Context: an optimization exercise on an open-source flow, tuned for small area, a short achievable clock period and few clock cycles per item. The choices shown serve that exercise and are no tape-out recipe.
Only simulation tests tie the RTL to the original design; equivalence was not proved.

### design/flow/constraint.sdc
create_clock -name core_clock -period 8.0 [get_ports {clk}]
set_input_delay 1.6000 -clock core_clock [delete_from_list [all_inputs] [get_ports {clk}]]
set_output_delay 1.6000 -clock core_clock [all_outputs]
set_load 0.01 [all_outputs]
### design/flow/design.v
module div_top (
    input  logic        clk,
    input  logic        rst,
    input  logic        in_valid,
    output logic        in_ready,
    input  logic  [2:0] in_op,
    input  logic [63:0] in_a,
    input  logic [63:0] in_b,
    output logic        out_valid,
    input  logic        out_ready,
    output logic [63:0] out_result
);
    localparam [2:0] S_IDLE = 3'd0, S_P1 = 3'd1, S_P2 = 3'd2, S_ITER = 3'd3, S_POST = 3'd4;
    logic  [2:0] st;
    logic [64:0] R, V;      
    logic [63:0] Q;         
    logic  [6:0] cnt;       
    logic  [5:0] pb;        
    logic        w, rm;     
    logic        sa;        
    logic        cin;       
    logic        neg;       
    logic        zq;        
    logic        ovld;
    function automatic [6:0] hpos(input logic [63:0] x);
        logic [63:0] v [0:6];
        logic [5:0]  p [0:6][0:63];
        for (int i = 0; i < 64; i++) begin v[0][i] = x[i]; p[0][i] = 6'd0; end
        for (int l = 1; l <= 6; l++) begin
            for (int i = 0; i < 64; i++) begin v[l][i] = 1'b0; p[l][i] = 6'd0; end
            for (int i = 0; i < (64 >> l); i++) begin
                v[l][i] = v[l-1][2*i+1] | v[l-1][2*i];
                p[l][i] = v[l-1][2*i+1] ? (p[l-1][2*i+1] | (6'd1 << (l-1))) : p[l-1][2*i];
            end
        end
        hpos = {v[6][0], p[6][0]};    
    endfunction
    logic [64:0] ia, ib;    
    logic        isa, isb, iinv;
    always_comb begin
        isa  = ~in_op[0] & (in_op[2] ? in_a[31] : in_a[63]);
        isb  = ~in_op[0] & (in_op[2] ? in_b[31] : in_b[63]);
        iinv = ~(isa ^ isb);
        ia   = {isa, in_op[2] ? {32{isa}} : in_a[63:32], in_a[31:0]};
        ib   = {~isa, in_op[2] ? {32{~isa}} : in_b[63:32] ^ {32{iinv}}, in_b[31:0] ^ {32{iinv}}};
    end
    logic [65:0] sum;
    logic [64:0] S;
    logic        zs, c;
    always_comb begin
        sum = {R, 1'b1} + {V, cin};
        S   = sum[65:1];
        zs  = &((R ^ V) ~^ {R[63:0] | V[63:0], cin});
        c   = sa ? (S[64] | zs) : ~S[64];
    end
    logic  [6:0] ha, hb, ht;
    logic [64:0] ta;
    logic        dz;
    always_comb begin
        ta = R ^ {R[63:0], 1'b0};
        ht = hpos(ta[63:0]);
        ha = ta[64] ? 7'd64 : {1'b0, ht[5:0]};
        hb = hpos(V[64:1] ^ V[63:0]);
        dz = ~hb[6] & (V[64] == cin);
    end
    logic  [5:0] sh, d0, d1;
    logic        sh0;       
    always_comb begin
        d0  = cnt[5:0] + ~pb;   
        d1  = cnt[5:0] - pb;
        sh  = sa ? d1 : d0;
        sh0 = sh == 6'd0;
    end
    logic [64:0] Vsh;
    always_comb begin
        Vsh = V;
        for (int k = 0; k < 6; k++)
            if (sh[k]) Vsh = (Vsh << (1 << k)) | (cin ? ~({65{1'b1}} << (1 << k)) : 65'd0);
    end
    logic [63:0] r;
    always_comb begin
        r = rm ? R[63:0] : (zq ? {64{neg}} : Q);
        if (w) r[63:32] = {32{r[31]}};
    end
    logic  [2:0] st_n;
    logic        ovld_n, rdy;
    always_comb begin
        st_n   = st;
        ovld_n = ovld & ~out_ready;
        case (st)
            S_IDLE: if (in_valid) st_n = S_P1;
            S_P1:   st_n = (dz | ~c) ? S_POST : S_P2;
            S_P2:   if (~ovld) st_n = sh0 ? S_POST : S_ITER;
            S_ITER: if (cnt == 7'd0) st_n = S_POST;
            S_POST: if (~ovld) begin
                ovld_n = 1'b1;
                st_n   = in_valid ? S_P1 : S_IDLE;
            end
            default: st_n = S_IDLE;
        endcase
    end
    always_ff @(posedge clk) begin
        if (rst) begin
            st   <= S_IDLE;
            ovld <= 1'b0;
            rdy  <= 1'b1;
        end else begin
            st   <= st_n;
            ovld <= ovld_n;
            rdy  <= (st_n == S_IDLE) | (st_n == S_POST & ~ovld_n);
        end
    end
    always_ff @(posedge clk) begin
        case (st)
            S_IDLE, S_POST: if (in_ready) begin
                R   <= ia;
                V   <= ib;
                cin <= iinv;
                sa  <= isa;
                neg <= ~iinv & ~in_op[1];
                w   <= in_op[2];
                rm  <= in_op[1];
            end
            S_P1: begin
                cnt <= ha;
                pb  <= hb[5:0];
                zq  <= dz | ~c;
                if (dz | ~c) neg <= dz;
                else if (neg) R <= S;
            end
            S_P2: if (~ovld) begin
                if (sh0) begin
                    if (c) R <= S;
                    Q <= {{63{neg}}, c ^ neg};
                end else begin
                    V   <= Vsh;
                    cnt <= {1'b0, sh};
                    Q   <= {64{neg}};
                end
            end
            S_ITER: begin
                if (c) R <= S;
                Q   <= {Q[62:0], c ^ neg};
                V   <= {V[64], V[64:1]};
                cnt <= cnt - 7'd1;
            end
            default: ;
        endcase
        if (st == S_POST && ~ovld) Q <= r;
    end
    always_comb in_ready   = rdy;
    always_comb out_valid  = ovld;
    always_comb out_result = Q;
endmodule
### design/flow/config.mk
export PLATFORM = sky130hd
export DESIGN_NAME = div_top
export DESIGN_NICKNAME = div_top
export VERILOG_FILES = /design/flow/design.v
export SDC_FILE = /design/flow/constraint.sdc
export NUM_CORES = 4
export LEC_CHECK = 0
export ABC_AREA = 1
export CAP_MARGIN = 20
export CORE_MARGIN = 2
export CORE_UTILIZATION = 40
export SLEW_MARGIN = 20
### design/flow/standard.sh
#!/bin/bash
# synth_recipe.tcl (not shown) runs the flow's synth.tcl, then flattens the netlist and writes it again
# the make line also repeats each setting of config.mk as NAME=value (left out here)
make -C /OpenROAD-flow-scripts/flow DESIGN_CONFIG=/design/flow/config.mk WORK_HOME=/design/flow/orfs CLKGATE_MAP_FILE= SYNTH_SCRIPT=/design/flow/synth_recipe.tcl "${@:-finish}"
### design/flow/flow/run.sh
#!/bin/bash
# Layout: the standard flow (standard.sh) with one change: the port
# buffers that global placement inserts on every input and output are
# sky130_fd_sc_hd__buf_2 cells instead of the default pick,
# sky130_fd_sc_hd__clkdlybuf4s50_1 (a delay buffer: larger and about 0.4 ns
# slower on every path from an input or to an output).  Timing repair aims
# at 4.75 ns of setup slack, as SETUP_SLACK_MARGIN does in config.mk.
# The whole make output goes to run_flow.log in this folder; ORFS keeps each
# step's own log under orfs/logs/.
set -euo pipefail
bash standard.sh SETUP_SLACK_MARGIN=4.75 "BUFFER_PORTS_ARGS=-buffer_cell sky130_fd_sc_hd__buf_2" finish > run_flow.log 2>&1
==> summary.md <==
| Metric | Value |
|---|---|
| Setup ws final | roughly 4.4 ns |
| Number of enable flip-flop cells after synthesis | between 200 and 250 |
| # Max-Cap Violations | 0 |
| Reg clk slew, reported paths | 0.06 ns |
| Netlist cell types | 59 |
| # setup viols final | 0 |
| Critical Path Start Type | flop |
| Fin crit share | between 40 and 50% |
| WL per Instance | about 26 µm |
| ANT cells | 0 |
| Share of cells above drive strength 1 | 23.7% |
| Clock Sinks | 218 |
| Final hold vios | 0 |
| Vias in the first global route | 25,800 |
| Routed Antenna Nets | 0 |
| Post-Syn Area per Cell | around 6.7 µm² |
| Seq/Total Area, Yosys | 27.6% |
| Post-Syn Area | 0.0236 mm² |
| Fin. max-slew vios | 0 |
| RSZ-0062 raised after global routing | true |
| Final core utilization | a little over half |
| Worst Path Required | 8.30 ns |
| CP Launch Point | V[25] |
| Starting Density | between 40% and 50% |
| GR Overflow Total | 0 |
| Worst-path fanout max | 6 |
| H-tree level count | 1 |
| Largest cells by area after synthesis | edfxtp_1, nand2_1, o21ai_0 |
| Leading cell types in the layout, fill and taps excluded | nand2_1, o21ai_0, a21oi_1 |
| First drt pass iteration count | 6 |
| I/O pin count | about 200 |
| Post-Syn Nets | around 3,800 |
| Post-synth top area share | 27.1% |
| Share of flip-flops with an asynchronous set or reset | 0% |
| Via density | 6.05 |
| Clock Tree Buf Depth | 3 |
| Routability congestion estimate | 1.03 |
| Post-Layout Cell Count | about 4,700 |
| Die area | between 0.06 and 0.07 mm² |
| # DRC | 0 |
| GRT Overall Usage | 38.1% |
| Post-DP HPWL | ~84,000 µm |
| Hold WC Path Type | reg -> reg |
| Largest net degree at the start of global routing | 71 |
| Worst hold path startpoint | Q[6] |
| Nets | about 4,200 |
| Hold slack final | between 0.6 and 0.7 ns |
| Total core area | a little under 0.06 mm² |
| DIE HEIGHT | around 250 µm |
| Outcome | finished clean |
| Start of the worst register-to-register path | V[25] |
| Hold buffer count at cts | 0 |
| Main synth FF type | edfxtp_1 |
| Inst Count DP | 4,345 |
| IO Port Bufs | 200 |
| Yosys reg bits | 218 |
| Drt total wl | 121,000 µm |
| Tmin final | 3.60 ns |
| Design area | 0.0312 mm² |
| First-pass GRT wire length | roughly 170,000 µm |
| Layout area overhead | 32.5% |
| Top cell type by total area after synthesis | edfxtp_1 |
| CP Capture Type | flop |
| Fmax | roughly 280 MHz |
| Syn. warnings | 5 |
| Worst Tran Pin Value | 1.07 ns |
| Commonest non-fill, non-tap cell in the layout | nand2_1 |
| Worst Skew | 0.0221 ns |
| Placed Instance Area | between 0.02 and 0.03 mm² |
| Syn Inst Count | 3,521 |
| Rel. slew slack | 28.8% |
| Drt initial violations | 3,677 |
| Setup TNS | 0 ns |
| CP Class | reg -> reg |
| Die X | 247 µm |
| Post-placement setup slack | between 2 and 3 ns |
| Clock latency (worst-skew pair) | around 0.6 ns |
| Row count | 88 |
| Via Count | 28,300 |
| Clk root buf | clkbuf_16 |
| CTS tree | yes |
| Cts bufs inserted | 29 |
| CP arrival | 3.90 ns |
| Antenna violations before repair | 2 |
-- cell type report --
class                   count  area, µm²
clock buffers              31        733
clock inverters            20        210
fillers                  5598      26800
inverters                 337       1320
multi-input cells        2805      17000
flip-flops and latches    218       6500
well taps                 765        957
repair buffers            490       4500
repair inverters            3       48.8
-- cells in the mapped netlist (17+ instances only) --
library cell  count
nor3_1           20
ha_1            136
a31oi_1          17
a21oi_1         383
nor2_1          270
edfxtp_1        213
o21ai_0         435
o21a_1           17
inv_1           323
nand3_1         122
mux2i_1          46
o211ai_1         37
xor2_1           70
nand2_1         901
buf_2            37
a22oi_1          28
o221ai_1         44
clkbuf_1        112
or2_2            19
o21ai_1          59
xnor2_1          74
-- path summary, 6_finish.rpt --
kind               end  slack [ns]  depth (start not counted)
setup / recovery  R[4]        4.40                         17
hold / removal    Q[7]        0.62                          2
setup reg to reg  R[4]        4.40                         17
hold reg to reg   Q[7]        0.62                          2
-- logic make-up after synthesis --
group	synth area share (%)
adders and majority gates	7.39
and+or+nand+nor	23.6
DFF	27.6
muxes	1.95
AOI/OAI and AO/OA	25.6
buffers and inverters	8.28
xor gates and xnor gates	5.67
-- sequential cells by signal, summed over array words and instances (netlist names) --
register  count
R            65
ovld          1
cnt           7
Q            64
sa            1
cin           1
w             1
neg           1
rdy           1
rm            1
V            65
st            3
pb            6
zq            1
-- critical path: stages (launching register included) --
cell and delay (ns):
edfxtp_1 0.47, inv_2 0.18, ha_1 0.35, nand2_1 0.22
o21ai_0 0.15, nor2_1 0.12, nand4_1 0.14, nor2_1 0.21
nand3_1 0.10, nor2_1 0.18, nor2_1 0.08, nand3_1 0.17
nand3_4 0.19, a21oi_4 0.24, buf_6 0.13, buf_8 0.13
buf_6 0.11, buf_12 0.13
-- per-layer routing --
| layer | global-route usage [%] | part of all wire [%] | vias up | wire length [µm] |
|---|---|---|---|---|
| met3 | 9.12 | 11 | 478 | 13500 |
| met2 | 58.5 | 43 | 1886 | 52200 |
| met5 | 0 | 0.011 | - | 13 |
| met4 | 24.5 | 7.9 | 2 | 9610 |
| li1 | - | - | 12800 | - |
| met1 | 47.9 | 38 | 13100 | 46000 |
-- timing repair --
| item | CTS | global route |
|---|---|---|
| gates resized for setup | 334 | 282 |
| setup buffers | 164 | 68 |
| endpoints found under the setup margin | 308 | 306 |
| gates cloned | 40 | 1 |
| pin swaps | 41 | 76 |
Testbench counts, summed over its fixed seeds: cycles 22,018, divs 2,048.

[re-timing with driven ports]
How much do the figures lean on ideal ports? The routed layout below was timed once more, with nothing changed but the port constraints. Step 1: set_driving_cell puts a clkbuf_16 on clk and a buf_2 on each other input, an assumption about the parent block. Step 2 times the ports against the registers' clock, not the clock port: input delays grow and output delays shrink by t, the midpoint of the rising clock arrivals with the driver on. a / b / c = no drivers / after step 1 / after step 2; a / b = the first two.
t, ns: 0.659
slack for setup (ns): 4.400 / 4.400 / 4.133
clock arrival spread, ns: 0.023 / 0.023
slew at the worst register clock pin (ns): 0.06 / 0.06
worst slew at a driven data input, ns: 0.06
After both steps this run still meets setup and hold. For this run, drivers alone change the setup slack by 0.000 ns; drivers and shift together by -0.267 ns.
